From an optimization exercise on the open Yosys and OpenROAD flow, aimed at small area, a short achievable clock period and few clock cycles per item; shortcuts taken in it are not production practice. No functional check of the RTL was part of this run. Power is estimated from default activity; no workload was simulated.

<file path="design/flow/design.v">
module multiplier(
  output [63:0] prod,
  output busy,
  input [31:0] mc,
  input [31:0] mp,
  input clk,
  input rst,
  input start);
reg [31:0] M, S;
reg [30:0] C;
reg [23:0] Q;
reg [7:0] Ls, Lc;
reg t, cl, busy_r;
reg sel_r, idle_r;   
reg [1:0] cnt;
reg [3:0] d_one, d_two, d_neg;
wire fin = busy_r & (cnt == 2'd2);
wire it = start | busy_r;
function [11:0] dec;
  input [8:0] b;
  integer k;
  reg [3:0] o, w, n;
  begin
    for (k = 0; k < 4; k = k + 1) begin
      o[k] = b[2*k+1] ^ b[2*k];
      w[k] = (b[2*k+2] ^ b[2*k+1]) & ~(b[2*k+1] ^ b[2*k]);
      n[k] = b[2*k+2];
    end
    dec = {n, w, o};
  end
endfunction
wire [11:0] dec0 = dec({{mp[7:0]}, 1'b0});
wire [11:0] decn = dec(sel_r ? Q[8:0] : {mp[15:7]});
wire [31:0] Me = sel_r ? M : mc;
wire [3:0] oe = sel_r ? d_one : dec0[3:0];
wire [3:0] we = sel_r ? d_two : dec0[7:4];
wire [3:0] ne = sel_r ? d_neg : dec0[11:8];
wire [31:0] Se = S & {32{~idle_r}};
wire [30:0] Ce = C & {31{~idle_r}};
wire te = t | idle_r;
wire [32:0] Mx = {Me[31], Me};
wire [33:0] Mx2 = {Mx, 1'b0};
wire [32:0] x0 = ({33{oe[0]}} & Mx) | ({33{we[0]}} & Mx2[32:0]);
wire [32:0] p0 = x0 ^ {33{ne[0]}};
wire [33:0] pp0 = {~p0[32], p0};
wire [32:0] x1 = ({33{oe[1]}} & Mx) | ({33{we[1]}} & Mx2[32:0]);
wire [32:0] p1 = x1 ^ {33{ne[1]}};
wire [33:0] pp1 = {~p1[32], p1};
wire [32:0] x2 = ({33{oe[2]}} & Mx) | ({33{we[2]}} & Mx2[32:0]);
wire [32:0] p2 = x2 ^ {33{ne[2]}};
wire [33:0] pp2 = {~p2[32], p2};
wire [32:0] x3 = ({33{oe[3]}} & Mx) | ({33{we[3]}} & Mx2[32:0]);
wire [32:0] p3 = x3 ^ {33{ne[3]}};
wire [33:0] pp3 = {~p3[32], p3};
wire hs1, hc1;
mul_ha u1 (.a(Ce[5]), .b(Se[6]), .s(hs1), .co(hc1));
wire hs2, hc2;
mul_ha u2 (.a(Ce[6]), .b(Se[7]), .s(hs2), .co(hc2));
wire hs3, hc3;
mul_ha u3 (.a(Ce[7]), .b(Se[8]), .s(hs3), .co(hc3));
wire hs4, hc4;
mul_ha u4 (.a(Ce[8]), .b(Se[9]), .s(hs4), .co(hc4));
wire hs5, hc5;
mul_ha u5 (.a(Ce[9]), .b(Se[10]), .s(hs5), .co(hc5));
wire hs6, hc6;
mul_ha u6 (.a(Ce[10]), .b(Se[11]), .s(hs6), .co(hc6));
wire hs7, hc7;
mul_ha u7 (.a(Ce[11]), .b(Se[12]), .s(hs7), .co(hc7));
wire hs8, hc8;
mul_ha u8 (.a(Ce[12]), .b(Se[13]), .s(hs8), .co(hc8));
wire hs9, hc9;
mul_ha u9 (.a(Ce[13]), .b(Se[14]), .s(hs9), .co(hc9));
wire hs10, hc10;
mul_ha u10 (.a(Ce[14]), .b(Se[15]), .s(hs10), .co(hc10));
wire hs11, hc11;
mul_ha u11 (.a(Ce[15]), .b(Se[16]), .s(hs11), .co(hc11));
wire hs12, hc12;
mul_ha u12 (.a(Ce[16]), .b(Se[17]), .s(hs12), .co(hc12));
wire hs13, hc13;
mul_ha u13 (.a(Ce[17]), .b(Se[18]), .s(hs13), .co(hc13));
wire hs14, hc14;
mul_ha u14 (.a(Ce[18]), .b(Se[19]), .s(hs14), .co(hc14));
wire hs15, hc15;
mul_ha u15 (.a(Ce[19]), .b(Se[20]), .s(hs15), .co(hc15));
wire hs16, hc16;
mul_ha u16 (.a(Ce[20]), .b(Se[21]), .s(hs16), .co(hc16));
wire hs17, hc17;
mul_ha u17 (.a(Ce[21]), .b(Se[22]), .s(hs17), .co(hc17));
wire hs18, hc18;
mul_ha u18 (.a(Ce[22]), .b(Se[23]), .s(hs18), .co(hc18));
wire hs19, hc19;
mul_ha u19 (.a(Ce[23]), .b(Se[24]), .s(hs19), .co(hc19));
wire hs20, hc20;
mul_ha u20 (.a(Ce[24]), .b(Se[25]), .s(hs20), .co(hc20));
wire hs21, hc21;
mul_ha u21 (.a(Ce[25]), .b(Se[26]), .s(hs21), .co(hc21));
wire hs22, hc22;
mul_ha u22 (.a(Ce[26]), .b(Se[27]), .s(hs22), .co(hc22));
wire hs23, hc23;
mul_ha u23 (.a(Ce[27]), .b(Se[28]), .s(hs23), .co(hc23));
wire hs24, hc24;
mul_ha u24 (.a(Ce[28]), .b(Se[29]), .s(hs24), .co(hc24));
wire hs25, hc25;
mul_ha u25 (.a(Ce[29]), .b(Se[30]), .s(hs25), .co(hc25));
wire hs26, hc26;
mul_ha u26 (.a(Ce[30]), .b(Se[31]), .s(hs26), .co(hc26));
wire hs27, hc27;
mul_ha u27 (.a(Ce[1]), .b(Se[2]), .s(hs27), .co(hc27));
wire hs28, hc28;
mul_ha u28 (.a(Ce[2]), .b(Se[3]), .s(hs28), .co(hc28));
wire fs29, fc29;
mul_fa u29 (.a(Ce[3]), .b(Se[4]), .c(ne[2]), .s(fs29), .co(fc29));
wire hs30, hc30;
mul_ha u30 (.a(pp0[4]), .b(pp1[2]), .s(hs30), .co(hc30));
wire fs31, fc31;
mul_fa u31 (.a(Ce[4]), .b(Se[5]), .c(pp0[5]), .s(fs31), .co(fc31));
wire hs32, hc32;
mul_ha u32 (.a(pp1[3]), .b(pp2[1]), .s(hs32), .co(hc32));
wire fs33, fc33;
mul_fa u33 (.a(hs1), .b(ne[3]), .c(pp0[6]), .s(fs33), .co(fc33));
wire fs34, fc34;
mul_fa u34 (.a(pp1[4]), .b(pp2[2]), .c(pp3[0]), .s(fs34), .co(fc34));
wire fs35, fc35;
mul_fa u35 (.a(hc1), .b(hs2), .c(pp0[7]), .s(fs35), .co(fc35));
wire fs36, fc36;
mul_fa u36 (.a(pp1[5]), .b(pp2[3]), .c(pp3[1]), .s(fs36), .co(fc36));
wire fs37, fc37;
mul_fa u37 (.a(hc2), .b(hs3), .c(pp0[8]), .s(fs37), .co(fc37));
wire fs38, fc38;
mul_fa u38 (.a(pp1[6]), .b(pp2[4]), .c(pp3[2]), .s(fs38), .co(fc38));
wire fs39, fc39;
mul_fa u39 (.a(hc3), .b(hs4), .c(pp0[9]), .s(fs39), .co(fc39));
wire fs40, fc40;
mul_fa u40 (.a(pp1[7]), .b(pp2[5]), .c(pp3[3]), .s(fs40), .co(fc40));
wire fs41, fc41;
mul_fa u41 (.a(hc4), .b(hs5), .c(pp0[10]), .s(fs41), .co(fc41));
wire fs42, fc42;
mul_fa u42 (.a(pp1[8]), .b(pp2[6]), .c(pp3[4]), .s(fs42), .co(fc42));
wire fs43, fc43;
mul_fa u43 (.a(hc5), .b(hs6), .c(pp0[11]), .s(fs43), .co(fc43));
wire fs44, fc44;
mul_fa u44 (.a(pp1[9]), .b(pp2[7]), .c(pp3[5]), .s(fs44), .co(fc44));
wire fs45, fc45;
mul_fa u45 (.a(hc6), .b(hs7), .c(pp0[12]), .s(fs45), .co(fc45));
wire fs46, fc46;
mul_fa u46 (.a(pp1[10]), .b(pp2[8]), .c(pp3[6]), .s(fs46), .co(fc46));
wire fs47, fc47;
mul_fa u47 (.a(hc7), .b(hs8), .c(pp0[13]), .s(fs47), .co(fc47));
wire fs48, fc48;
mul_fa u48 (.a(pp1[11]), .b(pp2[9]), .c(pp3[7]), .s(fs48), .co(fc48));
wire fs49, fc49;
mul_fa u49 (.a(hc8), .b(hs9), .c(pp0[14]), .s(fs49), .co(fc49));
wire fs50, fc50;
mul_fa u50 (.a(pp1[12]), .b(pp2[10]), .c(pp3[8]), .s(fs50), .co(fc50));
wire fs51, fc51;
mul_fa u51 (.a(hc9), .b(hs10), .c(pp0[15]), .s(fs51), .co(fc51));
wire fs52, fc52;
mul_fa u52 (.a(pp1[13]), .b(pp2[11]), .c(pp3[9]), .s(fs52), .co(fc52));
wire fs53, fc53;
mul_fa u53 (.a(hc10), .b(hs11), .c(pp0[16]), .s(fs53), .co(fc53));
wire fs54, fc54;
mul_fa u54 (.a(pp1[14]), .b(pp2[12]), .c(pp3[10]), .s(fs54), .co(fc54));
wire fs55, fc55;
mul_fa u55 (.a(hc11), .b(hs12), .c(pp0[17]), .s(fs55), .co(fc55));
wire fs56, fc56;
mul_fa u56 (.a(pp1[15]), .b(pp2[13]), .c(pp3[11]), .s(fs56), .co(fc56));
wire fs57, fc57;
mul_fa u57 (.a(hc12), .b(hs13), .c(pp0[18]), .s(fs57), .co(fc57));
wire fs58, fc58;
mul_fa u58 (.a(pp1[16]), .b(pp2[14]), .c(pp3[12]), .s(fs58), .co(fc58));
wire fs59, fc59;
mul_fa u59 (.a(hc13), .b(hs14), .c(pp0[19]), .s(fs59), .co(fc59));
wire fs60, fc60;
mul_fa u60 (.a(pp1[17]), .b(pp2[15]), .c(pp3[13]), .s(fs60), .co(fc60));
wire fs61, fc61;
mul_fa u61 (.a(hc14), .b(hs15), .c(pp0[20]), .s(fs61), .co(fc61));
wire fs62, fc62;
mul_fa u62 (.a(pp1[18]), .b(pp2[16]), .c(pp3[14]), .s(fs62), .co(fc62));
wire fs63, fc63;
mul_fa u63 (.a(hc15), .b(hs16), .c(pp0[21]), .s(fs63), .co(fc63));
wire fs64, fc64;
mul_fa u64 (.a(pp1[19]), .b(pp2[17]), .c(pp3[15]), .s(fs64), .co(fc64));
wire fs65, fc65;
mul_fa u65 (.a(hc16), .b(hs17), .c(pp0[22]), .s(fs65), .co(fc65));
wire fs66, fc66;
mul_fa u66 (.a(pp1[20]), .b(pp2[18]), .c(pp3[16]), .s(fs66), .co(fc66));
wire fs67, fc67;
mul_fa u67 (.a(hc17), .b(hs18), .c(pp0[23]), .s(fs67), .co(fc67));
wire fs68, fc68;
mul_fa u68 (.a(pp1[21]), .b(pp2[19]), .c(pp3[17]), .s(fs68), .co(fc68));
wire fs69, fc69;
mul_fa u69 (.a(hc18), .b(hs19), .c(pp0[24]), .s(fs69), .co(fc69));
wire fs70, fc70;
mul_fa u70 (.a(pp1[22]), .b(pp2[20]), .c(pp3[18]), .s(fs70), .co(fc70));
wire fs71, fc71;
mul_fa u71 (.a(hc19), .b(hs20), .c(pp0[25]), .s(fs71), .co(fc71));
wire fs72, fc72;
mul_fa u72 (.a(pp1[23]), .b(pp2[21]), .c(pp3[19]), .s(fs72), .co(fc72));
wire fs73, fc73;
mul_fa u73 (.a(hc20), .b(hs21), .c(pp0[26]), .s(fs73), .co(fc73));
wire fs74, fc74;
mul_fa u74 (.a(pp1[24]), .b(pp2[22]), .c(pp3[20]), .s(fs74), .co(fc74));
wire fs75, fc75;
mul_fa u75 (.a(hc21), .b(hs22), .c(pp0[27]), .s(fs75), .co(fc75));
wire fs76, fc76;
mul_fa u76 (.a(pp1[25]), .b(pp2[23]), .c(pp3[21]), .s(fs76), .co(fc76));
wire fs77, fc77;
mul_fa u77 (.a(hc22), .b(hs23), .c(pp0[28]), .s(fs77), .co(fc77));
wire fs78, fc78;
mul_fa u78 (.a(pp1[26]), .b(pp2[24]), .c(pp3[22]), .s(fs78), .co(fc78));
wire fs79, fc79;
mul_fa u79 (.a(hc23), .b(hs24), .c(pp0[29]), .s(fs79), .co(fc79));
wire fs80, fc80;
mul_fa u80 (.a(pp1[27]), .b(pp2[25]), .c(pp3[23]), .s(fs80), .co(fc80));
wire fs81, fc81;
mul_fa u81 (.a(hc24), .b(hs25), .c(pp0[30]), .s(fs81), .co(fc81));
wire fs82, fc82;
mul_fa u82 (.a(pp1[28]), .b(pp2[26]), .c(pp3[24]), .s(fs82), .co(fc82));
wire fs83, fc83;
mul_fa u83 (.a(hc25), .b(hs26), .c(pp0[31]), .s(fs83), .co(fc83));
wire fs84, fc84;
mul_fa u84 (.a(pp1[29]), .b(pp2[27]), .c(pp3[25]), .s(fs84), .co(fc84));
wire fs85, fc85;
mul_fa u85 (.a(~te), .b(hc26), .c(pp0[32]), .s(fs85), .co(fc85));
wire fs86, fc86;
mul_fa u86 (.a(pp1[30]), .b(pp2[28]), .c(pp3[26]), .s(fs86), .co(fc86));
wire fs87, fc87;
mul_fa u87 (.a(te), .b(pp0[33]), .c(pp1[31]), .s(fs87), .co(fc87));
wire hs88, hc88;
mul_ha u88 (.a(pp2[29]), .b(pp3[27]), .s(hs88), .co(hc88));
wire fs89, fc89;
mul_fa u89 (.a(1'b1), .b(pp1[32]), .c(pp2[30]), .s(fs89), .co(fc89));
wire hs90, hc90;
mul_ha u90 (.a(hs27), .b(ne[1]), .s(hs90), .co(hc90));
wire fs91, fc91;
mul_fa u91 (.a(hc27), .b(hs28), .c(pp0[3]), .s(fs91), .co(fc91));
wire fs92, fc92;
mul_fa u92 (.a(hc28), .b(fs29), .c(pp2[0]), .s(fs92), .co(fc92));
wire fs93, fc93;
mul_fa u93 (.a(fc29), .b(hc30), .c(hs32), .s(fs93), .co(fc93));
wire fs94, fc94;
mul_fa u94 (.a(hc32), .b(fc31), .c(fs33), .s(fs94), .co(fc94));
wire fs95, fc95;
mul_fa u95 (.a(fc33), .b(fc34), .c(fs35), .s(fs95), .co(fc95));
wire fs96, fc96;
mul_fa u96 (.a(fc35), .b(fc36), .c(fs37), .s(fs96), .co(fc96));
wire fs97, fc97;
mul_fa u97 (.a(fc37), .b(fc38), .c(fs39), .s(fs97), .co(fc97));
wire fs98, fc98;
mul_fa u98 (.a(fc39), .b(fc40), .c(fs41), .s(fs98), .co(fc98));
wire fs99, fc99;
mul_fa u99 (.a(fc41), .b(fc42), .c(fs43), .s(fs99), .co(fc99));
wire fs100, fc100;
mul_fa u100 (.a(fc43), .b(fc44), .c(fs45), .s(fs100), .co(fc100));
wire fs101, fc101;
mul_fa u101 (.a(fc45), .b(fc46), .c(fs47), .s(fs101), .co(fc101));
wire fs102, fc102;
mul_fa u102 (.a(fc47), .b(fc48), .c(fs49), .s(fs102), .co(fc102));
wire fs103, fc103;
mul_fa u103 (.a(fc49), .b(fc50), .c(fs51), .s(fs103), .co(fc103));
wire fs104, fc104;
mul_fa u104 (.a(fc51), .b(fc52), .c(fs53), .s(fs104), .co(fc104));
wire fs105, fc105;
mul_fa u105 (.a(fc53), .b(fc54), .c(fs55), .s(fs105), .co(fc105));
wire fs106, fc106;
mul_fa u106 (.a(fc55), .b(fc56), .c(fs57), .s(fs106), .co(fc106));
wire fs107, fc107;
mul_fa u107 (.a(fc57), .b(fc58), .c(fs59), .s(fs107), .co(fc107));
wire fs108, fc108;
mul_fa u108 (.a(fc59), .b(fc60), .c(fs61), .s(fs108), .co(fc108));
wire fs109, fc109;
mul_fa u109 (.a(fc61), .b(fc62), .c(fs63), .s(fs109), .co(fc109));
wire fs110, fc110;
mul_fa u110 (.a(fc63), .b(fc64), .c(fs65), .s(fs110), .co(fc110));
wire fs111, fc111;
mul_fa u111 (.a(fc65), .b(fc66), .c(fs67), .s(fs111), .co(fc111));
wire fs112, fc112;
mul_fa u112 (.a(fc67), .b(fc68), .c(fs69), .s(fs112), .co(fc112));
wire fs113, fc113;
mul_fa u113 (.a(fc69), .b(fc70), .c(fs71), .s(fs113), .co(fc113));
wire fs114, fc114;
mul_fa u114 (.a(fc71), .b(fc72), .c(fs73), .s(fs114), .co(fc114));
wire fs115, fc115;
mul_fa u115 (.a(fc73), .b(fc74), .c(fs75), .s(fs115), .co(fc115));
wire fs116, fc116;
mul_fa u116 (.a(fc75), .b(fc76), .c(fs77), .s(fs116), .co(fc116));
wire fs117, fc117;
mul_fa u117 (.a(fc77), .b(fc78), .c(fs79), .s(fs117), .co(fc117));
wire fs118, fc118;
mul_fa u118 (.a(fc79), .b(fc80), .c(fs81), .s(fs118), .co(fc118));
wire fs119, fc119;
mul_fa u119 (.a(fc81), .b(fc82), .c(fs83), .s(fs119), .co(fc119));
wire fs120, fc120;
mul_fa u120 (.a(fc83), .b(fc84), .c(fs85), .s(fs120), .co(fc120));
wire fs121, fc121;
mul_fa u121 (.a(hs88), .b(fc85), .c(fc86), .s(fs121), .co(fc121));
wire fs122, fc122;
mul_fa u122 (.a(pp3[28]), .b(hc88), .c(fc87), .s(fs122), .co(fc122));
wire fs123, fc123;
mul_fa u123 (.a(pp1[33]), .b(pp2[31]), .c(pp3[29]), .s(fs123), .co(fc123));
wire hs124, hc124;
mul_ha u124 (.a(1'b1), .b(pp2[32]), .s(hs124), .co(hc124));
wire hs125, hc125;
mul_ha u125 (.a(Se[0]), .b(ne[0]), .s(hs125), .co(hc125));
wire fs126, fc126;
mul_fa u126 (.a(Ce[0]), .b(Se[1]), .c(pp0[1]), .s(fs126), .co(fc126));
wire fs127, fc127;
mul_fa u127 (.a(hs90), .b(pp0[2]), .c(pp1[0]), .s(fs127), .co(fc127));
wire fs128, fc128;
mul_fa u128 (.a(hc90), .b(pp1[1]), .c(fs91), .s(fs128), .co(fc128));
wire fs129, fc129;
mul_fa u129 (.a(hs30), .b(fc91), .c(fs92), .s(fs129), .co(fc129));
wire fs130, fc130;
mul_fa u130 (.a(fc92), .b(fs31), .c(fs93), .s(fs130), .co(fc130));
wire fs131, fc131;
mul_fa u131 (.a(fs34), .b(fc93), .c(fs94), .s(fs131), .co(fc131));
wire fs132, fc132;
mul_fa u132 (.a(fs36), .b(fc94), .c(fs95), .s(fs132), .co(fc132));
wire fs133, fc133;
mul_fa u133 (.a(fs38), .b(fc95), .c(fs96), .s(fs133), .co(fc133));
wire fs134, fc134;
mul_fa u134 (.a(fs40), .b(fc96), .c(fs97), .s(fs134), .co(fc134));
wire fs135, fc135;
mul_fa u135 (.a(fs42), .b(fc97), .c(fs98), .s(fs135), .co(fc135));
wire fs136, fc136;
mul_fa u136 (.a(fs44), .b(fc98), .c(fs99), .s(fs136), .co(fc136));
wire fs137, fc137;
mul_fa u137 (.a(fs46), .b(fc99), .c(fs100), .s(fs137), .co(fc137));
wire fs138, fc138;
mul_fa u138 (.a(fs48), .b(fc100), .c(fs101), .s(fs138), .co(fc138));
wire fs139, fc139;
mul_fa u139 (.a(fs50), .b(fc101), .c(fs102), .s(fs139), .co(fc139));
wire fs140, fc140;
mul_fa u140 (.a(fs52), .b(fc102), .c(fs103), .s(fs140), .co(fc140));
wire fs141, fc141;
mul_fa u141 (.a(fs54), .b(fc103), .c(fs104), .s(fs141), .co(fc141));
wire fs142, fc142;
mul_fa u142 (.a(fs56), .b(fc104), .c(fs105), .s(fs142), .co(fc142));
wire fs143, fc143;
mul_fa u143 (.a(fs58), .b(fc105), .c(fs106), .s(fs143), .co(fc143));
wire fs144, fc144;
mul_fa u144 (.a(fs60), .b(fc106), .c(fs107), .s(fs144), .co(fc144));
wire fs145, fc145;
mul_fa u145 (.a(fs62), .b(fc107), .c(fs108), .s(fs145), .co(fc145));
wire fs146, fc146;
mul_fa u146 (.a(fs64), .b(fc108), .c(fs109), .s(fs146), .co(fc146));
wire fs147, fc147;
mul_fa u147 (.a(fs66), .b(fc109), .c(fs110), .s(fs147), .co(fc147));
wire fs148, fc148;
mul_fa u148 (.a(fs68), .b(fc110), .c(fs111), .s(fs148), .co(fc148));
wire fs149, fc149;
mul_fa u149 (.a(fs70), .b(fc111), .c(fs112), .s(fs149), .co(fc149));
wire fs150, fc150;
mul_fa u150 (.a(fs72), .b(fc112), .c(fs113), .s(fs150), .co(fc150));
wire fs151, fc151;
mul_fa u151 (.a(fs74), .b(fc113), .c(fs114), .s(fs151), .co(fc151));
wire fs152, fc152;
mul_fa u152 (.a(fs76), .b(fc114), .c(fs115), .s(fs152), .co(fc152));
wire fs153, fc153;
mul_fa u153 (.a(fs78), .b(fc115), .c(fs116), .s(fs153), .co(fc153));
wire fs154, fc154;
mul_fa u154 (.a(fs80), .b(fc116), .c(fs117), .s(fs154), .co(fc154));
wire fs155, fc155;
mul_fa u155 (.a(fs82), .b(fc117), .c(fs118), .s(fs155), .co(fc155));
wire fs156, fc156;
mul_fa u156 (.a(fs84), .b(fc118), .c(fs119), .s(fs156), .co(fc156));
wire fs157, fc157;
mul_fa u157 (.a(fs86), .b(fc119), .c(fs120), .s(fs157), .co(fc157));
wire fs158, fc158;
mul_fa u158 (.a(fs87), .b(fs121), .c(fc120), .s(fs158), .co(fc158));
wire fs159, fc159;
mul_fa u159 (.a(fs89), .b(fc121), .c(fs122), .s(fs159), .co(fc159));
wire fs160, fc160;
mul_fa u160 (.a(fc89), .b(fs123), .c(fc122), .s(fs160), .co(fc160));
wire fs161, fc161;
mul_fa u161 (.a(pp3[30]), .b(hs124), .c(fc123), .s(fs161), .co(fc161));
wire fs162, fc162;
mul_fa u162 (.a(pp2[33]), .b(pp3[31]), .c(hc124), .s(fs162), .co(fc162));
wire hs163, hc163;
mul_ha u163 (.a(1'b1), .b(pp3[32]), .s(hs163), .co(hc163));
wire [40:0] R0 = {1'b0, pp3[33], hs163, fs162, fs161, fc159, fc158, fc157, fc156, fc155, fc154, fc153, fc152, fc151, fc150, fc149, fc148, fc147, fc146, fc145, fc144, fc143, fc142, fc141, fc140, fc139, fc138, fc137, fc136, fc135, fc134, fc133, fc132, fc131, fc130, fc129, fc128, fc127, fc126, hc125, hs125};
wire [40:0] R1 = {1'b0, hc163, fc162, fc161, fc160, fs160, fs159, fs158, fs157, fs156, fs155, fs154, fs153, fs152, fs151, fs150, fs149, fs148, fs147, fs146, fs145, fs144, fs143, fs142, fs141, fs140, fs139, fs138, fs137, fs136, fs135, fs134, fs133, fs132, fs131, fs130, fs129, fs128, fs127, fs126, pp0[0]};
wire [39:0] fa_p = {S, Ls};
wire [40:0] pg0_g = {1'b0, C, Lc, cl};
wire [40:0] pg0_p = {fa_p, 1'b0};
wire [40:0] pg1_g, pg1_p;
assign pg1_g[0] = pg0_g[0];
assign pg1_p[0] = pg0_p[0];
assign pg1_g[1] = pg0_g[1] | (pg0_p[1] & pg0_g[0]);
assign pg1_p[1] = pg0_p[1] & pg0_p[0];
assign pg1_g[2] = pg0_g[2];
assign pg1_p[2] = pg0_p[2];
assign pg1_g[3] = pg0_g[3] | (pg0_p[3] & pg0_g[2]);
assign pg1_p[3] = pg0_p[3] & pg0_p[2];
assign pg1_g[4] = pg0_g[4];
assign pg1_p[4] = pg0_p[4];
assign pg1_g[5] = pg0_g[5] | (pg0_p[5] & pg0_g[4]);
assign pg1_p[5] = pg0_p[5] & pg0_p[4];
assign pg1_g[6] = pg0_g[6];
assign pg1_p[6] = pg0_p[6];
assign pg1_g[7] = pg0_g[7] | (pg0_p[7] & pg0_g[6]);
assign pg1_p[7] = pg0_p[7] & pg0_p[6];
assign pg1_g[8] = pg0_g[8];
assign pg1_p[8] = pg0_p[8];
assign pg1_g[9] = pg0_g[9] | (pg0_p[9] & pg0_g[8]);
assign pg1_p[9] = pg0_p[9] & pg0_p[8];
assign pg1_g[10] = pg0_g[10];
assign pg1_p[10] = pg0_p[10];
assign pg1_g[11] = pg0_g[11] | (pg0_p[11] & pg0_g[10]);
assign pg1_p[11] = pg0_p[11] & pg0_p[10];
assign pg1_g[12] = pg0_g[12];
assign pg1_p[12] = pg0_p[12];
assign pg1_g[13] = pg0_g[13] | (pg0_p[13] & pg0_g[12]);
assign pg1_p[13] = pg0_p[13] & pg0_p[12];
assign pg1_g[14] = pg0_g[14];
assign pg1_p[14] = pg0_p[14];
assign pg1_g[15] = pg0_g[15] | (pg0_p[15] & pg0_g[14]);
assign pg1_p[15] = pg0_p[15] & pg0_p[14];
assign pg1_g[16] = pg0_g[16];
assign pg1_p[16] = pg0_p[16];
assign pg1_g[17] = pg0_g[17] | (pg0_p[17] & pg0_g[16]);
assign pg1_p[17] = pg0_p[17] & pg0_p[16];
assign pg1_g[18] = pg0_g[18];
assign pg1_p[18] = pg0_p[18];
assign pg1_g[19] = pg0_g[19] | (pg0_p[19] & pg0_g[18]);
assign pg1_p[19] = pg0_p[19] & pg0_p[18];
assign pg1_g[20] = pg0_g[20];
assign pg1_p[20] = pg0_p[20];
assign pg1_g[21] = pg0_g[21] | (pg0_p[21] & pg0_g[20]);
assign pg1_p[21] = pg0_p[21] & pg0_p[20];
assign pg1_g[22] = pg0_g[22];
assign pg1_p[22] = pg0_p[22];
assign pg1_g[23] = pg0_g[23] | (pg0_p[23] & pg0_g[22]);
assign pg1_p[23] = pg0_p[23] & pg0_p[22];
assign pg1_g[24] = pg0_g[24];
assign pg1_p[24] = pg0_p[24];
assign pg1_g[25] = pg0_g[25] | (pg0_p[25] & pg0_g[24]);
assign pg1_p[25] = pg0_p[25] & pg0_p[24];
assign pg1_g[26] = pg0_g[26];
assign pg1_p[26] = pg0_p[26];
assign pg1_g[27] = pg0_g[27] | (pg0_p[27] & pg0_g[26]);
assign pg1_p[27] = pg0_p[27] & pg0_p[26];
assign pg1_g[28] = pg0_g[28];
assign pg1_p[28] = pg0_p[28];
assign pg1_g[29] = pg0_g[29] | (pg0_p[29] & pg0_g[28]);
assign pg1_p[29] = pg0_p[29] & pg0_p[28];
assign pg1_g[30] = pg0_g[30];
assign pg1_p[30] = pg0_p[30];
assign pg1_g[31] = pg0_g[31] | (pg0_p[31] & pg0_g[30]);
assign pg1_p[31] = pg0_p[31] & pg0_p[30];
assign pg1_g[32] = pg0_g[32];
assign pg1_p[32] = pg0_p[32];
assign pg1_g[33] = pg0_g[33] | (pg0_p[33] & pg0_g[32]);
assign pg1_p[33] = pg0_p[33] & pg0_p[32];
assign pg1_g[34] = pg0_g[34];
assign pg1_p[34] = pg0_p[34];
assign pg1_g[35] = pg0_g[35] | (pg0_p[35] & pg0_g[34]);
assign pg1_p[35] = pg0_p[35] & pg0_p[34];
assign pg1_g[36] = pg0_g[36];
assign pg1_p[36] = pg0_p[36];
assign pg1_g[37] = pg0_g[37] | (pg0_p[37] & pg0_g[36]);
assign pg1_p[37] = pg0_p[37] & pg0_p[36];
assign pg1_g[38] = pg0_g[38];
assign pg1_p[38] = pg0_p[38];
assign pg1_g[39] = pg0_g[39] | (pg0_p[39] & pg0_g[38]);
assign pg1_p[39] = pg0_p[39] & pg0_p[38];
assign pg1_g[40] = pg0_g[40];
assign pg1_p[40] = pg0_p[40];
wire [40:0] pg2_g, pg2_p;
assign pg2_g[0] = pg1_g[0];
assign pg2_p[0] = pg1_p[0];
assign pg2_g[1] = pg1_g[1];
assign pg2_p[1] = pg1_p[1];
assign pg2_g[2] = pg1_g[2] | (pg1_p[2] & pg1_g[1]);
assign pg2_p[2] = pg1_p[2] & pg1_p[1];
assign pg2_g[3] = pg1_g[3] | (pg1_p[3] & pg1_g[1]);
assign pg2_p[3] = pg1_p[3] & pg1_p[1];
assign pg2_g[4] = pg1_g[4];
assign pg2_p[4] = pg1_p[4];
assign pg2_g[5] = pg1_g[5];
assign pg2_p[5] = pg1_p[5];
assign pg2_g[6] = pg1_g[6] | (pg1_p[6] & pg1_g[5]);
assign pg2_p[6] = pg1_p[6] & pg1_p[5];
assign pg2_g[7] = pg1_g[7] | (pg1_p[7] & pg1_g[5]);
assign pg2_p[7] = pg1_p[7] & pg1_p[5];
assign pg2_g[8] = pg1_g[8];
assign pg2_p[8] = pg1_p[8];
assign pg2_g[9] = pg1_g[9];
assign pg2_p[9] = pg1_p[9];
assign pg2_g[10] = pg1_g[10] | (pg1_p[10] & pg1_g[9]);
assign pg2_p[10] = pg1_p[10] & pg1_p[9];
assign pg2_g[11] = pg1_g[11] | (pg1_p[11] & pg1_g[9]);
assign pg2_p[11] = pg1_p[11] & pg1_p[9];
assign pg2_g[12] = pg1_g[12];
assign pg2_p[12] = pg1_p[12];
assign pg2_g[13] = pg1_g[13];
assign pg2_p[13] = pg1_p[13];
assign pg2_g[14] = pg1_g[14] | (pg1_p[14] & pg1_g[13]);
assign pg2_p[14] = pg1_p[14] & pg1_p[13];
assign pg2_g[15] = pg1_g[15] | (pg1_p[15] & pg1_g[13]);
assign pg2_p[15] = pg1_p[15] & pg1_p[13];
assign pg2_g[16] = pg1_g[16];
assign pg2_p[16] = pg1_p[16];
assign pg2_g[17] = pg1_g[17];
assign pg2_p[17] = pg1_p[17];
assign pg2_g[18] = pg1_g[18] | (pg1_p[18] & pg1_g[17]);
assign pg2_p[18] = pg1_p[18] & pg1_p[17];
assign pg2_g[19] = pg1_g[19] | (pg1_p[19] & pg1_g[17]);
assign pg2_p[19] = pg1_p[19] & pg1_p[17];
assign pg2_g[20] = pg1_g[20];
assign pg2_p[20] = pg1_p[20];
assign pg2_g[21] = pg1_g[21];
assign pg2_p[21] = pg1_p[21];
assign pg2_g[22] = pg1_g[22] | (pg1_p[22] & pg1_g[21]);
assign pg2_p[22] = pg1_p[22] & pg1_p[21];
assign pg2_g[23] = pg1_g[23] | (pg1_p[23] & pg1_g[21]);
assign pg2_p[23] = pg1_p[23] & pg1_p[21];
assign pg2_g[24] = pg1_g[24];
assign pg2_p[24] = pg1_p[24];
assign pg2_g[25] = pg1_g[25];
assign pg2_p[25] = pg1_p[25];
assign pg2_g[26] = pg1_g[26] | (pg1_p[26] & pg1_g[25]);
assign pg2_p[26] = pg1_p[26] & pg1_p[25];
assign pg2_g[27] = pg1_g[27] | (pg1_p[27] & pg1_g[25]);
assign pg2_p[27] = pg1_p[27] & pg1_p[25];
assign pg2_g[28] = pg1_g[28];
assign pg2_p[28] = pg1_p[28];
assign pg2_g[29] = pg1_g[29];
assign pg2_p[29] = pg1_p[29];
assign pg2_g[30] = pg1_g[30] | (pg1_p[30] & pg1_g[29]);
assign pg2_p[30] = pg1_p[30] & pg1_p[29];
assign pg2_g[31] = pg1_g[31] | (pg1_p[31] & pg1_g[29]);
assign pg2_p[31] = pg1_p[31] & pg1_p[29];
assign pg2_g[32] = pg1_g[32];
assign pg2_p[32] = pg1_p[32];
assign pg2_g[33] = pg1_g[33];
assign pg2_p[33] = pg1_p[33];
assign pg2_g[34] = pg1_g[34] | (pg1_p[34] & pg1_g[33]);
assign pg2_p[34] = pg1_p[34] & pg1_p[33];
assign pg2_g[35] = pg1_g[35] | (pg1_p[35] & pg1_g[33]);
assign pg2_p[35] = pg1_p[35] & pg1_p[33];
assign pg2_g[36] = pg1_g[36];
assign pg2_p[36] = pg1_p[36];
assign pg2_g[37] = pg1_g[37];
assign pg2_p[37] = pg1_p[37];
assign pg2_g[38] = pg1_g[38] | (pg1_p[38] & pg1_g[37]);
assign pg2_p[38] = pg1_p[38] & pg1_p[37];
assign pg2_g[39] = pg1_g[39] | (pg1_p[39] & pg1_g[37]);
assign pg2_p[39] = pg1_p[39] & pg1_p[37];
assign pg2_g[40] = pg1_g[40];
assign pg2_p[40] = pg1_p[40];
wire [40:0] pg3_g, pg3_p;
assign pg3_g[0] = pg2_g[0];
assign pg3_p[0] = pg2_p[0];
assign pg3_g[1] = pg2_g[1];
assign pg3_p[1] = pg2_p[1];
assign pg3_g[2] = pg2_g[2];
assign pg3_p[2] = pg2_p[2];
assign pg3_g[3] = pg2_g[3];
assign pg3_p[3] = pg2_p[3];
assign pg3_g[4] = pg2_g[4] | (pg2_p[4] & pg2_g[3]);
assign pg3_p[4] = pg2_p[4] & pg2_p[3];
assign pg3_g[5] = pg2_g[5] | (pg2_p[5] & pg2_g[3]);
assign pg3_p[5] = pg2_p[5] & pg2_p[3];
assign pg3_g[6] = pg2_g[6] | (pg2_p[6] & pg2_g[3]);
assign pg3_p[6] = pg2_p[6] & pg2_p[3];
assign pg3_g[7] = pg2_g[7] | (pg2_p[7] & pg2_g[3]);
assign pg3_p[7] = pg2_p[7] & pg2_p[3];
assign pg3_g[8] = pg2_g[8];
assign pg3_p[8] = pg2_p[8];
assign pg3_g[9] = pg2_g[9];
assign pg3_p[9] = pg2_p[9];
assign pg3_g[10] = pg2_g[10];
assign pg3_p[10] = pg2_p[10];
assign pg3_g[11] = pg2_g[11];
assign pg3_p[11] = pg2_p[11];
assign pg3_g[12] = pg2_g[12] | (pg2_p[12] & pg2_g[11]);
assign pg3_p[12] = pg2_p[12] & pg2_p[11];
assign pg3_g[13] = pg2_g[13] | (pg2_p[13] & pg2_g[11]);
assign pg3_p[13] = pg2_p[13] & pg2_p[11];
assign pg3_g[14] = pg2_g[14] | (pg2_p[14] & pg2_g[11]);
assign pg3_p[14] = pg2_p[14] & pg2_p[11];
assign pg3_g[15] = pg2_g[15] | (pg2_p[15] & pg2_g[11]);
assign pg3_p[15] = pg2_p[15] & pg2_p[11];
assign pg3_g[16] = pg2_g[16];
assign pg3_p[16] = pg2_p[16];
assign pg3_g[17] = pg2_g[17];
assign pg3_p[17] = pg2_p[17];
assign pg3_g[18] = pg2_g[18];
assign pg3_p[18] = pg2_p[18];
assign pg3_g[19] = pg2_g[19];
assign pg3_p[19] = pg2_p[19];
assign pg3_g[20] = pg2_g[20] | (pg2_p[20] & pg2_g[19]);
assign pg3_p[20] = pg2_p[20] & pg2_p[19];
assign pg3_g[21] = pg2_g[21] | (pg2_p[21] & pg2_g[19]);
assign pg3_p[21] = pg2_p[21] & pg2_p[19];
assign pg3_g[22] = pg2_g[22] | (pg2_p[22] & pg2_g[19]);
assign pg3_p[22] = pg2_p[22] & pg2_p[19];
assign pg3_g[23] = pg2_g[23] | (pg2_p[23] & pg2_g[19]);
assign pg3_p[23] = pg2_p[23] & pg2_p[19];
assign pg3_g[24] = pg2_g[24];
assign pg3_p[24] = pg2_p[24];
assign pg3_g[25] = pg2_g[25];
assign pg3_p[25] = pg2_p[25];
assign pg3_g[26] = pg2_g[26];
assign pg3_p[26] = pg2_p[26];
assign pg3_g[27] = pg2_g[27];
assign pg3_p[27] = pg2_p[27];
assign pg3_g[28] = pg2_g[28] | (pg2_p[28] & pg2_g[27]);
assign pg3_p[28] = pg2_p[28] & pg2_p[27];
assign pg3_g[29] = pg2_g[29] | (pg2_p[29] & pg2_g[27]);
assign pg3_p[29] = pg2_p[29] & pg2_p[27];
assign pg3_g[30] = pg2_g[30] | (pg2_p[30] & pg2_g[27]);
assign pg3_p[30] = pg2_p[30] & pg2_p[27];
assign pg3_g[31] = pg2_g[31] | (pg2_p[31] & pg2_g[27]);
assign pg3_p[31] = pg2_p[31] & pg2_p[27];
assign pg3_g[32] = pg2_g[32];
assign pg3_p[32] = pg2_p[32];
assign pg3_g[33] = pg2_g[33];
assign pg3_p[33] = pg2_p[33];
assign pg3_g[34] = pg2_g[34];
assign pg3_p[34] = pg2_p[34];
assign pg3_g[35] = pg2_g[35];
assign pg3_p[35] = pg2_p[35];
assign pg3_g[36] = pg2_g[36] | (pg2_p[36] & pg2_g[35]);
assign pg3_p[36] = pg2_p[36] & pg2_p[35];
assign pg3_g[37] = pg2_g[37] | (pg2_p[37] & pg2_g[35]);
assign pg3_p[37] = pg2_p[37] & pg2_p[35];
assign pg3_g[38] = pg2_g[38] | (pg2_p[38] & pg2_g[35]);
assign pg3_p[38] = pg2_p[38] & pg2_p[35];
assign pg3_g[39] = pg2_g[39] | (pg2_p[39] & pg2_g[35]);
assign pg3_p[39] = pg2_p[39] & pg2_p[35];
assign pg3_g[40] = pg2_g[40];
assign pg3_p[40] = pg2_p[40];
wire [40:0] pg4_g, pg4_p;
assign pg4_g[0] = pg3_g[0];
assign pg4_p[0] = pg3_p[0];
assign pg4_g[1] = pg3_g[1];
assign pg4_p[1] = pg3_p[1];
assign pg4_g[2] = pg3_g[2];
assign pg4_p[2] = pg3_p[2];
assign pg4_g[3] = pg3_g[3];
assign pg4_p[3] = pg3_p[3];
assign pg4_g[4] = pg3_g[4];
assign pg4_p[4] = pg3_p[4];
assign pg4_g[5] = pg3_g[5];
assign pg4_p[5] = pg3_p[5];
assign pg4_g[6] = pg3_g[6];
assign pg4_p[6] = pg3_p[6];
assign pg4_g[7] = pg3_g[7];
assign pg4_p[7] = pg3_p[7];
assign pg4_g[8] = pg3_g[8] | (pg3_p[8] & pg3_g[7]);
assign pg4_p[8] = pg3_p[8] & pg3_p[7];
assign pg4_g[9] = pg3_g[9] | (pg3_p[9] & pg3_g[7]);
assign pg4_p[9] = pg3_p[9] & pg3_p[7];
assign pg4_g[10] = pg3_g[10] | (pg3_p[10] & pg3_g[7]);
assign pg4_p[10] = pg3_p[10] & pg3_p[7];
assign pg4_g[11] = pg3_g[11] | (pg3_p[11] & pg3_g[7]);
assign pg4_p[11] = pg3_p[11] & pg3_p[7];
assign pg4_g[12] = pg3_g[12] | (pg3_p[12] & pg3_g[7]);
assign pg4_p[12] = pg3_p[12] & pg3_p[7];
assign pg4_g[13] = pg3_g[13] | (pg3_p[13] & pg3_g[7]);
assign pg4_p[13] = pg3_p[13] & pg3_p[7];
assign pg4_g[14] = pg3_g[14] | (pg3_p[14] & pg3_g[7]);
assign pg4_p[14] = pg3_p[14] & pg3_p[7];
assign pg4_g[15] = pg3_g[15] | (pg3_p[15] & pg3_g[7]);
assign pg4_p[15] = pg3_p[15] & pg3_p[7];
assign pg4_g[16] = pg3_g[16];
assign pg4_p[16] = pg3_p[16];
assign pg4_g[17] = pg3_g[17];
assign pg4_p[17] = pg3_p[17];
assign pg4_g[18] = pg3_g[18];
assign pg4_p[18] = pg3_p[18];
assign pg4_g[19] = pg3_g[19];
assign pg4_p[19] = pg3_p[19];
assign pg4_g[20] = pg3_g[20];
assign pg4_p[20] = pg3_p[20];
assign pg4_g[21] = pg3_g[21];
assign pg4_p[21] = pg3_p[21];
assign pg4_g[22] = pg3_g[22];
assign pg4_p[22] = pg3_p[22];
assign pg4_g[23] = pg3_g[23];
assign pg4_p[23] = pg3_p[23];
assign pg4_g[24] = pg3_g[24] | (pg3_p[24] & pg3_g[23]);
assign pg4_p[24] = pg3_p[24] & pg3_p[23];
assign pg4_g[25] = pg3_g[25] | (pg3_p[25] & pg3_g[23]);
assign pg4_p[25] = pg3_p[25] & pg3_p[23];
assign pg4_g[26] = pg3_g[26] | (pg3_p[26] & pg3_g[23]);
assign pg4_p[26] = pg3_p[26] & pg3_p[23];
assign pg4_g[27] = pg3_g[27] | (pg3_p[27] & pg3_g[23]);
assign pg4_p[27] = pg3_p[27] & pg3_p[23];
assign pg4_g[28] = pg3_g[28] | (pg3_p[28] & pg3_g[23]);
assign pg4_p[28] = pg3_p[28] & pg3_p[23];
assign pg4_g[29] = pg3_g[29] | (pg3_p[29] & pg3_g[23]);
assign pg4_p[29] = pg3_p[29] & pg3_p[23];
assign pg4_g[30] = pg3_g[30] | (pg3_p[30] & pg3_g[23]);
assign pg4_p[30] = pg3_p[30] & pg3_p[23];
assign pg4_g[31] = pg3_g[31] | (pg3_p[31] & pg3_g[23]);
assign pg4_p[31] = pg3_p[31] & pg3_p[23];
assign pg4_g[32] = pg3_g[32];
assign pg4_p[32] = pg3_p[32];
assign pg4_g[33] = pg3_g[33];
assign pg4_p[33] = pg3_p[33];
assign pg4_g[34] = pg3_g[34];
assign pg4_p[34] = pg3_p[34];
assign pg4_g[35] = pg3_g[35];
assign pg4_p[35] = pg3_p[35];
assign pg4_g[36] = pg3_g[36];
assign pg4_p[36] = pg3_p[36];
assign pg4_g[37] = pg3_g[37];
assign pg4_p[37] = pg3_p[37];
assign pg4_g[38] = pg3_g[38];
assign pg4_p[38] = pg3_p[38];
assign pg4_g[39] = pg3_g[39];
assign pg4_p[39] = pg3_p[39];
assign pg4_g[40] = pg3_g[40] | (pg3_p[40] & pg3_g[39]);
assign pg4_p[40] = pg3_p[40] & pg3_p[39];
wire [40:0] pg5_g, pg5_p;
assign pg5_g[0] = pg4_g[0];
assign pg5_p[0] = pg4_p[0];
assign pg5_g[1] = pg4_g[1];
assign pg5_p[1] = pg4_p[1];
assign pg5_g[2] = pg4_g[2];
assign pg5_p[2] = pg4_p[2];
assign pg5_g[3] = pg4_g[3];
assign pg5_p[3] = pg4_p[3];
assign pg5_g[4] = pg4_g[4];
assign pg5_p[4] = pg4_p[4];
assign pg5_g[5] = pg4_g[5];
assign pg5_p[5] = pg4_p[5];
assign pg5_g[6] = pg4_g[6];
assign pg5_p[6] = pg4_p[6];
assign pg5_g[7] = pg4_g[7];
assign pg5_p[7] = pg4_p[7];
assign pg5_g[8] = pg4_g[8];
assign pg5_p[8] = pg4_p[8];
assign pg5_g[9] = pg4_g[9];
assign pg5_p[9] = pg4_p[9];
assign pg5_g[10] = pg4_g[10];
assign pg5_p[10] = pg4_p[10];
assign pg5_g[11] = pg4_g[11];
assign pg5_p[11] = pg4_p[11];
assign pg5_g[12] = pg4_g[12];
assign pg5_p[12] = pg4_p[12];
assign pg5_g[13] = pg4_g[13];
assign pg5_p[13] = pg4_p[13];
assign pg5_g[14] = pg4_g[14];
assign pg5_p[14] = pg4_p[14];
assign pg5_g[15] = pg4_g[15];
assign pg5_p[15] = pg4_p[15];
assign pg5_g[16] = pg4_g[16] | (pg4_p[16] & pg4_g[15]);
assign pg5_p[16] = pg4_p[16] & pg4_p[15];
assign pg5_g[17] = pg4_g[17] | (pg4_p[17] & pg4_g[15]);
assign pg5_p[17] = pg4_p[17] & pg4_p[15];
assign pg5_g[18] = pg4_g[18] | (pg4_p[18] & pg4_g[15]);
assign pg5_p[18] = pg4_p[18] & pg4_p[15];
assign pg5_g[19] = pg4_g[19] | (pg4_p[19] & pg4_g[15]);
assign pg5_p[19] = pg4_p[19] & pg4_p[15];
assign pg5_g[20] = pg4_g[20] | (pg4_p[20] & pg4_g[15]);
assign pg5_p[20] = pg4_p[20] & pg4_p[15];
assign pg5_g[21] = pg4_g[21] | (pg4_p[21] & pg4_g[15]);
assign pg5_p[21] = pg4_p[21] & pg4_p[15];
assign pg5_g[22] = pg4_g[22] | (pg4_p[22] & pg4_g[15]);
assign pg5_p[22] = pg4_p[22] & pg4_p[15];
assign pg5_g[23] = pg4_g[23] | (pg4_p[23] & pg4_g[15]);
assign pg5_p[23] = pg4_p[23] & pg4_p[15];
assign pg5_g[24] = pg4_g[24] | (pg4_p[24] & pg4_g[15]);
assign pg5_p[24] = pg4_p[24] & pg4_p[15];
assign pg5_g[25] = pg4_g[25] | (pg4_p[25] & pg4_g[15]);
assign pg5_p[25] = pg4_p[25] & pg4_p[15];
assign pg5_g[26] = pg4_g[26] | (pg4_p[26] & pg4_g[15]);
assign pg5_p[26] = pg4_p[26] & pg4_p[15];
assign pg5_g[27] = pg4_g[27] | (pg4_p[27] & pg4_g[15]);
assign pg5_p[27] = pg4_p[27] & pg4_p[15];
assign pg5_g[28] = pg4_g[28] | (pg4_p[28] & pg4_g[15]);
assign pg5_p[28] = pg4_p[28] & pg4_p[15];
assign pg5_g[29] = pg4_g[29] | (pg4_p[29] & pg4_g[15]);
assign pg5_p[29] = pg4_p[29] & pg4_p[15];
assign pg5_g[30] = pg4_g[30] | (pg4_p[30] & pg4_g[15]);
assign pg5_p[30] = pg4_p[30] & pg4_p[15];
assign pg5_g[31] = pg4_g[31] | (pg4_p[31] & pg4_g[15]);
assign pg5_p[31] = pg4_p[31] & pg4_p[15];
assign pg5_g[32] = pg4_g[32];
assign pg5_p[32] = pg4_p[32];
assign pg5_g[33] = pg4_g[33];
assign pg5_p[33] = pg4_p[33];
assign pg5_g[34] = pg4_g[34];
assign pg5_p[34] = pg4_p[34];
assign pg5_g[35] = pg4_g[35];
assign pg5_p[35] = pg4_p[35];
assign pg5_g[36] = pg4_g[36];
assign pg5_p[36] = pg4_p[36];
assign pg5_g[37] = pg4_g[37];
assign pg5_p[37] = pg4_p[37];
assign pg5_g[38] = pg4_g[38];
assign pg5_p[38] = pg4_p[38];
assign pg5_g[39] = pg4_g[39];
assign pg5_p[39] = pg4_p[39];
assign pg5_g[40] = pg4_g[40];
assign pg5_p[40] = pg4_p[40];
wire [40:0] pg6_g, pg6_p;
assign pg6_g[0] = pg5_g[0];
assign pg6_p[0] = pg5_p[0];
assign pg6_g[1] = pg5_g[1];
assign pg6_p[1] = pg5_p[1];
assign pg6_g[2] = pg5_g[2];
assign pg6_p[2] = pg5_p[2];
assign pg6_g[3] = pg5_g[3];
assign pg6_p[3] = pg5_p[3];
assign pg6_g[4] = pg5_g[4];
assign pg6_p[4] = pg5_p[4];
assign pg6_g[5] = pg5_g[5];
assign pg6_p[5] = pg5_p[5];
assign pg6_g[6] = pg5_g[6];
assign pg6_p[6] = pg5_p[6];
assign pg6_g[7] = pg5_g[7];
assign pg6_p[7] = pg5_p[7];
assign pg6_g[8] = pg5_g[8];
assign pg6_p[8] = pg5_p[8];
assign pg6_g[9] = pg5_g[9];
assign pg6_p[9] = pg5_p[9];
assign pg6_g[10] = pg5_g[10];
assign pg6_p[10] = pg5_p[10];
assign pg6_g[11] = pg5_g[11];
assign pg6_p[11] = pg5_p[11];
assign pg6_g[12] = pg5_g[12];
assign pg6_p[12] = pg5_p[12];
assign pg6_g[13] = pg5_g[13];
assign pg6_p[13] = pg5_p[13];
assign pg6_g[14] = pg5_g[14];
assign pg6_p[14] = pg5_p[14];
assign pg6_g[15] = pg5_g[15];
assign pg6_p[15] = pg5_p[15];
assign pg6_g[16] = pg5_g[16];
assign pg6_p[16] = pg5_p[16];
assign pg6_g[17] = pg5_g[17];
assign pg6_p[17] = pg5_p[17];
assign pg6_g[18] = pg5_g[18];
assign pg6_p[18] = pg5_p[18];
assign pg6_g[19] = pg5_g[19];
assign pg6_p[19] = pg5_p[19];
assign pg6_g[20] = pg5_g[20];
assign pg6_p[20] = pg5_p[20];
assign pg6_g[21] = pg5_g[21];
assign pg6_p[21] = pg5_p[21];
assign pg6_g[22] = pg5_g[22];
assign pg6_p[22] = pg5_p[22];
assign pg6_g[23] = pg5_g[23];
assign pg6_p[23] = pg5_p[23];
assign pg6_g[24] = pg5_g[24];
assign pg6_p[24] = pg5_p[24];
assign pg6_g[25] = pg5_g[25];
assign pg6_p[25] = pg5_p[25];
assign pg6_g[26] = pg5_g[26];
assign pg6_p[26] = pg5_p[26];
assign pg6_g[27] = pg5_g[27];
assign pg6_p[27] = pg5_p[27];
assign pg6_g[28] = pg5_g[28];
assign pg6_p[28] = pg5_p[28];
assign pg6_g[29] = pg5_g[29];
assign pg6_p[29] = pg5_p[29];
assign pg6_g[30] = pg5_g[30];
assign pg6_p[30] = pg5_p[30];
assign pg6_g[31] = pg5_g[31];
assign pg6_p[31] = pg5_p[31];
assign pg6_g[32] = pg5_g[32] | (pg5_p[32] & pg5_g[31]);
assign pg6_p[32] = pg5_p[32] & pg5_p[31];
assign pg6_g[33] = pg5_g[33] | (pg5_p[33] & pg5_g[31]);
assign pg6_p[33] = pg5_p[33] & pg5_p[31];
assign pg6_g[34] = pg5_g[34] | (pg5_p[34] & pg5_g[31]);
assign pg6_p[34] = pg5_p[34] & pg5_p[31];
assign pg6_g[35] = pg5_g[35] | (pg5_p[35] & pg5_g[31]);
assign pg6_p[35] = pg5_p[35] & pg5_p[31];
assign pg6_g[36] = pg5_g[36] | (pg5_p[36] & pg5_g[31]);
assign pg6_p[36] = pg5_p[36] & pg5_p[31];
assign pg6_g[37] = pg5_g[37] | (pg5_p[37] & pg5_g[31]);
assign pg6_p[37] = pg5_p[37] & pg5_p[31];
assign pg6_g[38] = pg5_g[38] | (pg5_p[38] & pg5_g[31]);
assign pg6_p[38] = pg5_p[38] & pg5_p[31];
assign pg6_g[39] = pg5_g[39] | (pg5_p[39] & pg5_g[31]);
assign pg6_p[39] = pg5_p[39] & pg5_p[31];
assign pg6_g[40] = pg5_g[40] | (pg5_p[40] & pg5_g[31]);
assign pg6_p[40] = pg5_p[40] & pg5_p[31];
wire [39:0] F = fa_p ^ pg6_g[39:0];
wire csh = pg6_g[8];   
wire [40:0] Tp = R0 ^ R1;
wire [40:0] Tg = R0 & R1;
always @(posedge clk) begin
  if (rst) busy_r <= 1'b0;
  else if (start) busy_r <= 1'b1;
  else if (fin) busy_r <= 1'b0;
  sel_r <= ~rst & (start | (busy_r & ~fin));
  idle_r <= rst | ~(start | (busy_r & ~fin));
  cnt <= start ? 2'd0 : cnt + 2'd1;
  M <= Me;
  if (start) Q <= {7'd0, {mp[31:15]}};
  else if (busy_r) Q <= {F[7:0], Q[23:8]};
  d_one <= decn[3:0];
  d_two <= decn[7:4];
  d_neg <= decn[11:8];
  if (it) begin
    S <= Tp[39:8];
    C <= Tg[38:8];
    t <= Tp[40] | Tg[39];
    Ls <= Tp[7:0];
    Lc <= Tg[7:0];
    cl <= csh & busy_r;
  end
end
assign busy = busy_r;
wire [63:0] Pfull = {F, Q[23:0]};
assign prod = Pfull[63:0];
endmodule
module mul_fa(input a, input b, input c, output s, output co);
  assign s = a ^ b ^ c;
  assign co = (a & b) | (c & (a ^ b));
endmodule
module mul_ha(input a, input b, output s, output co);
  assign s = a ^ b;
  assign co = a & b;
endmodule
</file>
<file path="design/flow/flow/run.sh">
#!/bin/bash
# Layout flow: the standard flow (standard synthesis and ORFS steps), except
# that the port buffers inserted before global placement are buf_2 cells
# instead of the delay-cell buffers ORFS picks by default. Every input and
# output port still gets its own buffer.
set -euo pipefail
export BUFFER_PORTS_ARGS="-buffer_cell sky130_fd_sc_hd__buf_2"
bash standard.sh finish > standard_flow.log 2>&1
</file>
<file path="design/flow/standard.sh">
#!/bin/bash
# synth_recipe.tcl (not shown) runs the flow's synth.tcl, then flattens the netlist and writes it again
# the make line also repeats each setting of config.mk as NAME=value (left out here)
make -C /OpenROAD-flow-scripts/flow DESIGN_CONFIG=/design/flow/config.mk WORK_HOME=/design/flow/orfs CLKGATE_MAP_FILE= SYNTH_SCRIPT=/design/flow/synth_recipe.tcl "${@:-finish}"
</file>
<file path="design/flow/config.mk">
export PLATFORM = sky130hd
export DESIGN_NAME = multiplier
export DESIGN_NICKNAME = multiplier
export VERILOG_FILES = /design/flow/design.v
export SDC_FILE = /design/flow/constraint.sdc
export NUM_CORES = 4
export LEC_CHECK = 0
export CAP_MARGIN = 20
export CORE_MARGIN = 2
export CORE_UTILIZATION = 40
export SETUP_SLACK_MARGIN = 0.0
export SLEW_MARGIN = 20
export SYNTH_HIERARCHICAL = 1
export SYNTH_MINIMUM_KEEP_SIZE = 0
</file>
<file path="design/flow/constraint.sdc">
create_clock -name core_clock -period 4.0 [get_ports {clk}]
set_input_delay 0.8000 -clock core_clock [delete_from_list [all_inputs] [get_ports {clk}]]
set_output_delay 0.8000 -clock core_clock [all_outputs]
set_load 0.01 [all_outputs]
</file>
==> impl_results.md <==
- Tmin final: slightly below 4 ns
- Synth Register Bits: 154
- Average routed wire per standard cell: 18.7 um
- CTS clk-pin slew, worst paths: 0.07 ns
- HPWL after DPL: 23700 um
- Post-route cell area: 0.0152 sq mm
- CP max stage delay: just under 0.5 ns
- Number of global-route vias before repair: slightly above 9000
- DR pass1 iterations: 5
- P_leak: 6.24 nW
- Area of the die: 0.0328 sq mm
- Post-route ant nets: 0
- Layout cells sized above 1: between 20% and 30%
- Setup Skew: 0.0122 ns
- Critical path type: flip-flop to primary output
- Seq pwr share: 26.7%
- CP most frequent cell: o2111ai_4
- Most common cell in the synthesized netlist: xnor2_1
- Worst Setup Start Kind: flip-flop
- Synth top area share: 23.4%
- Setup TNS: 0 ns
- Yosys top cell by area: edfxtp_1
- Layout Cells excl Fill: around 1700
- Root buffer cell: clkbuf_16
- Ys Warns: 7
- CTS tree: done
- Row count: 64
- NetSw: around 5.3 mW
- H-tree level count: 4
- Endpoints failing setup: 0
- Final period util: 99.0%
- CP Data Required Time: 3.20 ns
- Design internal power: 7.48 mW
- Final Util: 49.4%
- Starting DRT DRC Count: ~570
- Crit end category: primary output
- Total CTS buffers: 17
- Nets: 1554
- Crit path cell chain: ha_2 > o211ai_1 > a21oi_2 > o2111ai_4 > o211ai_4 > a22o_4 > a41oi_4 > buf_4 > buf_6 > or4b_4 > o2111ai_4 > buf_2
- Status: finished clean
- Area contributors post-synth: edfxtp_1 23%, fa_1 20%, xnor2_1 11%, dfxtp_1 8.9%, ha_1 8.2%
- Slowest stage cell, crit path: or4b_4
- Combinational power share: 60.4%
- Core region area: 0.0307 sq mm
- Routed vias: 8977
- # IOs: 132
- Distinct cell type count after synthesis: 51
- Max VDD drop: 487 uV
- Switching Share: between 40% and 50%
- Overflow after GRT: 0
- Hold buffers post-CTS: 0
- Power per cell area: approximately 840 mW/mm^2
- Clock Tree Buf Depth: 2
- FFs w/ async S/R, synth: 0%
- Crit path arrival time: 3.16 ns
- Critical path's top delay family: compound AO/OA/AOI/OAI gates
- Fillers: 2830
- DRC: 0
- Post-Synthesis Cells: 1097
- GPL Wtd Cong: 0.851
- Mean Syn Cell Area: 11.4 sq um
- CP Max Fanout: 3
- Most frequent cells after synthesis: 157 x xnor2_1, 128 x fa_1, 124 x o22ai_1
- Hold Crit Class: flip-flop to flip-flop
- Largest net degree at the start of global routing: 65
- Peak Freq: 253 MHz
- Final hold vios: 0
- Worst Path Buf+Inv: 3
- Max-cap violations: 0
- Die height: 181 um
- Area Growth Syn to Fin: 20.9%
- Synthesized area: between 0.01 and 0.015 sq mm
- Initial Util: 40.8%
- Chip Width: roughly 180 um
- Top FF cell, synth: edfxtp_1
- Slew Limit Fails: 0
- Skew-Pair Late Insertion Delay: 0.45 ns
- DR vias/cell: approximately 5.3
- Final Total Pwr: 12.8 mW
- Placed cell area: around 0.014 sq mm
- IO Port Bufs: 131
- First-pass GRT wire length: 50900 um
- Clock Sinks: 154
- Post-synthesis sequential area ratio: 32.4%
- Initial antenna violation count: 4
- Inst Count DP: 1643
- Routed WL: 31700 um
- GRT Total Usage: 20.0%
- RSZ-0062 raised after global routing: yes
- Worst slew margin: 49.7%
- EDFF count, synth: around 100
- Clock power frac: roughly an eighth
- Measured slew at the worst slew-check pin: 0.755 ns
## Yosys stat by module, one instance, submodules excluded
module,flops+latches,area [sq um],cells inside,copies in the design
mul_fa,0,20.0,1,128
mul_ha,0,12.5,1,35
multiplier,154,9550,934,1
## repair_timing
| item | CTS | global route |
|---|---|---|
| gates resized for setup | 20 | 14 |
| pin swaps | 16 | 13 |
| endpoints found under the hold margin | 0 | 0 |
| buffers inserted | 4 | 8 |
| setup endpoints to repair | 18 | 17 |
| gates cloned | 0 | 0 |
## final timing paths
kind / start / to / slack, ns / cells after the start
max: cl / prod[53] / 0.04 / 12
min: cnt[0] / cnt[0] / 0.41 / 1
max reg2reg: sel_r / S[2] / 0.24 / 9
min reg2reg: cnt[0] / cnt[0] / 0.41 / 1
## layer usage
layer	GRT usage, %	share of wire (%)	up-vias
li1	-	-	4244
met1	26.4	45	4506
met2	33.7	50	204
met3	3.31	3.7	23
met4	6.34	1.4	0
met5	0	0	-
## through the flow
stage / hold WS (ns) / worst slack [ns]
6_report: 0.415 / 0.0408
3_5_place_dp: 0.408 / -0.300
5_1_grt: 0.430 / -0.197
3_3_place_gp: 0.395 / -0.261
4_1_cts: 0.420 / -0.112
2_1_floorplan: 0.386 / 0.129
## kinds of logic after synthesis
logic type	share of synthesized area (%)
AOI/OAI and AO/OA	10.9
adders and majority gates	28.6
and+or+nand+nor	7.09
other	0.0299
muxes	5.69
xor gates and xnor gates	11.8
DFF	32.4
buffers and inverters	3.51
## power by group through the flow
stage	Combinational, mW	Sequential, mW	Clock (mW)
after detailed placement	7.51	3.43	0
after global placement	7.31	3.42	0
final	7.75	3.42	1.65
after floorplan	4.97	3.24	0
after CTS	7.75	3.42	1.69
after global routing	8.82	3.51	1.75
## layout by cell type (no fill, tap or decap), drive strengths merged, types with 9 or more instances in the layout
cell    count
a21o        9
nor2       46
nand2      20
mux2i      50
o21ai      10
fa        128
a21oi      41
o22ai     124
edfxtp     98
clkbuf     18
xnor2     157
xor2       12
ha         82
mux2       19
inv        63
nor2b      59
dfxtp      56
buf       216
## final cells by class
cell class                 count  area, sq um  area share (%)
sequential                   154         4070            26.8
inverter                      56          210            1.38
timing repair buffer         216         1500            9.90
multi-input combinational    832         8300            54.7
tap                          396          495            3.26
clock buffer                  18          429            2.83
clock inverter                14          156            1.03
antenna                        4         10.0          0.0660
## worst register-to-register path: cells and delay by family, from the launching register on
kind	cells	cell delay, ns
xor gates and xnor gates	1	0.15
DFF	1	0.55
buffers and inverters	1	0.30
AOI/OAI and AO/OA	3	0.81
adders and majority gates	4	1.70
## sequential cells by signal, indices dropped and copies added, names as in the netlist
register / cells
M: 32
S: 32
C: 31
Q: 24
Lc: 8
Ls: 8
d_neg: 4
d_one: 4
d_two: 4
cnt: 2
busy_r: 1
cl: 1
idle_r: 1
sel_r: 1
t: 1

## static timing again, ports no longer ideal
The results above use ideal ports. As a check the final layout listed here was re-extracted and re-timed, cells and wires unchanged.
Step 1 (the two cells are an assumption about what drives the block):
set clk [get_ports {clk}]
set_driving_cell -lib_cell sky130_fd_sc_hd__clkbuf_16 $clk
set_driving_cell -lib_cell sky130_fd_sc_hd__buf_2 [delete_from_list [all_inputs] $clk]
Step 2 also shifts input and output timing later by t, the mid clock arrival at the registers, as if the neighbouring blocks saw the same clock.
Slacks: no drivers / after step 1 / after step 2; pairs: no drivers / after step 1.
shift t [ns]: 0.490
slack for setup (ns): 0.041 / -0.008 / -0.293
worst hold slack (ns): 0.415 / 0.415 / 0.415
worst setup path at the end: input to register
slew at the worst register clock pin (ns): 0.08 / 0.08
With both steps, setup timing fails in this run, where it was met with ideal ports. For this run, drivers alone change the setup slack by -0.049 ns; drivers and shift together by -0.334 ns.
